Context: an optimization exercise on an open-source flow, tuned for small area, a short achievable clock period and few clock cycles. The choices shown serve that exercise and are no tape-out recipe.
Only simulation tests tie the RTL to the original design; equivalence was not proved.
Power and IR drop assume default switching activity.

Design SimpleCPU, start of the top module:
module SimpleCPU(clk, rst, data_fromRAM, wrEn, addr_toRAM, data_toRAM, pCounter);
parameter SIZE = 10;
input clk, rst;
input wire [15:0] data_fromRAM;
output reg wrEn;
output reg [SIZE-1:0] addr_toRAM;
output wire [15:0] data_toRAM;
output reg [SIZE-1:0] pCounter;
localparam S_D = 3'd0;    
localparam S_E = 3'd1;    
localparam S_F = 3'd2;    
localparam S_R = 3'd3;    
localparam S_M = 3'd4;    
reg [2:0]  state, stateNext;
reg [2:0]  op, opNext;
reg [15:0] W, WNext;
reg [9:0]  S4, S4Next;      
reg        pend, pendNext;  
reg [15:0] Mreg;
reg [15:0] acc;
reg [1:0]  cnt, cntNext;
reg [9:0]  pcNext;
reg        sD, sI, sP1, sP, s4;
reg        sDn, sIn, sP1n, sPn, s4n;
wire inD = (state == S_D);
wire inE = (state == S_E);
wire inM = (state == S_M);
wire inF = (state == S_F);
wire inR = (state == S_R);
wire [15:0] I     = data_fromRAM;
wire [2:0]  iop   = I[15:13];
wire        azero = (I[12:0] == 13'd0);
wire [9:0]  pc1   = pCounter + 10'd1;
wire        Wz    = (W == 16'd0);
assign data_toRAM = W;
wire [15:0] M = data_fromRAM;
wire        sh_zero = (|M[15:5]) | (M[4] & ~|M[3:0]);
wire [15:0] Wrev, sh_in, sh_out, sh_rev;
genvar g;
  ...
For scale: about 1200 cells after synthesis, ~80 flip-flops, roughly 55 I/O pins.
==> flow/config.mk <==
export PLATFORM = sky130hd
export DESIGN_NAME = SimpleCPU
export DESIGN_NICKNAME = SimpleCPU
export VERILOG_FILES = /design/flow/design.v
export SDC_FILE = /design/flow/constraint.sdc
export NUM_CORES = 4
export LEC_CHECK = 0
export ABC_AREA = 1
export CAP_MARGIN = 20
export CORE_MARGIN = 2
export CORE_UTILIZATION = 40
export CTS_BUF_LIST = sky130_fd_sc_hd__clkbuf_4 sky130_fd_sc_hd__clkbuf_8
export SETUP_SLACK_MARGIN = 3.3
export SLEW_MARGIN = 20
export SYNTH_HIERARCHICAL = 1
==> flow/constraint.sdc <==
create_clock -name core_clock -period 7.0 [get_ports {clk}]
set_input_delay 1.4000 -clock core_clock [delete_from_list [all_inputs] [get_ports {clk}]]
set_output_delay 1.4000 -clock core_clock [all_outputs]
set_load 0.01 [all_outputs]
standard.sh (not shown) runs the stock make flow with config.mk's settings and CLKGATE_MAP_FILE= SYNTH_SCRIPT=/design/flow/synth_recipe.tcl, a recipe that flattens the netlist after the stock synthesis.
==> flow/flow/run.sh <==
#!/bin/bash
# The standard layout (the standard.sh), with two changes to how the
# resizer treats the port buffers: buffer_ports inserts buf_2 cells instead of
# its default delay-cell buffer, and sizing may swap a cell for one of another
# footprint, so that the port buffers can be sized for speed.
# Each tool's output goes to standard.log in this folder.
set -o pipefail
bash standard.sh MATCH_CELL_FOOTPRINT=0 "BUFFER_PORTS_ARGS=-buffer_cell sky130_fd_sc_hd__buf_2" finish > standard.log 2>&1
The first run completed with no timing, DRC or antenna violations.
Testbench counts at the start, summed over its fixed seeds: cycles 110,687.
Edit:
--- a/flow/config.mk
+++ b/flow/config.mk
@@ -11,5 +11,5 @@
 export CORE_UTILIZATION = 40
 export CTS_BUF_LIST = sky130_fd_sc_hd__clkbuf_4 sky130_fd_sc_hd__clkbuf_8
-export SETUP_SLACK_MARGIN = 3.3
+export SETUP_SLACK_MARGIN = 3.2
 export SLEW_MARGIN = 20
 export SYNTH_HIERARCHICAL = 1
The changed run finished clean.
Design area goes down slightly.
Non-clock buffer count goes down by 3.
Sequential share of layout area goes up by 0.36 points.
Edit:
--- a/flow/config.mk
+++ b/flow/config.mk
@@ -11,5 +11,5 @@
 export CORE_UTILIZATION = 40
 export CTS_BUF_LIST = sky130_fd_sc_hd__clkbuf_4 sky130_fd_sc_hd__clkbuf_8
-export SETUP_SLACK_MARGIN = 3.2
+export SETUP_SLACK_MARGIN = 3.4
 export SLEW_MARGIN = 20
 export SYNTH_HIERARCHICAL = 1
The new run produced a clean layout. Die area does not change. First-iteration DRC count went up by 2.9%. Final area came out higher by 3.1%. Sequential share of layout area decreases by 0.49 points. Wire length goes up by 2.1%. Synthesized area does not change. Worst hold slack barely changes. Maximum frequency goes up by 2.4%. Worst setup slack is better by 0.088 ns.
Edit:
--- a/flow/config.mk
+++ b/flow/config.mk
@@ -11,5 +11,5 @@
 export CORE_UTILIZATION = 40
 export CTS_BUF_LIST = sky130_fd_sc_hd__clkbuf_4 sky130_fd_sc_hd__clkbuf_8
-export SETUP_SLACK_MARGIN = 3.4
+export SETUP_SLACK_MARGIN = 3.1
 export SLEW_MARGIN = 20
 export SYNTH_HIERARCHICAL = 1
=> Clock power is about the same. Design area falls by 3.8%. Hold slack barely changes. Die area stays the same. Setup slack got worse by 0.16 ns. Power falls by 0.96%. Clock skew rises by 0.0048 ns. Count of clock-buffer cells in the layout does not change.
Edit:
==> flow/flow/run.sh (replaced) <==
#!/bin/bash
# The standard layout (the standard.sh), with two changes to how the
# resizer treats the port buffers: buffer_ports inserts buf_4 cells instead of
# its default delay-cell buffer, and sizing may swap a cell for one of another
# footprint, so that the port buffers can be sized for speed.
# Each tool's output goes to standard.log in this folder.
set -o pipefail
bash standard.sh MATCH_CELL_FOOTPRINT=0 "BUFFER_PORTS_ARGS=-buffer_cell sky130_fd_sc_hd__buf_4" finish > standard.log 2>&1
--- a/flow/config.mk
+++ b/flow/config.mk
@@ -11,5 +11,5 @@
 export CORE_UTILIZATION = 40
 export CTS_BUF_LIST = sky130_fd_sc_hd__clkbuf_4 sky130_fd_sc_hd__clkbuf_8
-export SETUP_SLACK_MARGIN = 3.1
+export SETUP_SLACK_MARGIN = 3.3
 export SLEW_MARGIN = 20
 export SYNTH_HIERARCHICAL = 1
The new run produced a clean layout.
Area after synthesis stays the same.
Via count is about the same.
Global-route usage rises by 0.76 points.
Sequential share of layout area falls by 0.83 points.
Design area rises by 4.8%.
Synthesized cell count is unchanged.

==> re-timing with driven ports <==
No port has a modelled driver above. Below, the same layouts with a new extraction and two added sets of constraints.
Step 1 sets driving cells, clkbuf_16 on the clock port and buf_2 on the other inputs (assumed; they add their load-dependent delay and slew).
Step 2 adds t to the input delays and takes it off the output delays; t is the mean of the earliest and latest rising clock arrival at the registers after step 1. Input paths then give back, and output paths get back, about the clock's delay inside the block.
Three values: ideal ports, drivers, drivers and shift; two values: the first two.
run	t, ns	setup WS [ns]	clock arrival spread, ns
the first run	0.416	3.347 / 3.301 / 3.073	0.014 / 0.014
the second run	0.412	3.243 / 3.224 / 3.162	0.011 / 0.012
the third run	0.418	3.330 / 3.289 / 3.263	0.014 / 0.013
the fourth run	0.417	3.168 / 3.146 / 3.063	0.018 / 0.018
the fifth run	0.423	3.302 / 3.264 / 3.154	0.022 / 0.023
After both steps setup and hold are still met in every run listed. The setup slack of the first run, which loses most, moves by -0.046 ns with the drivers and by -0.274 ns with both steps.
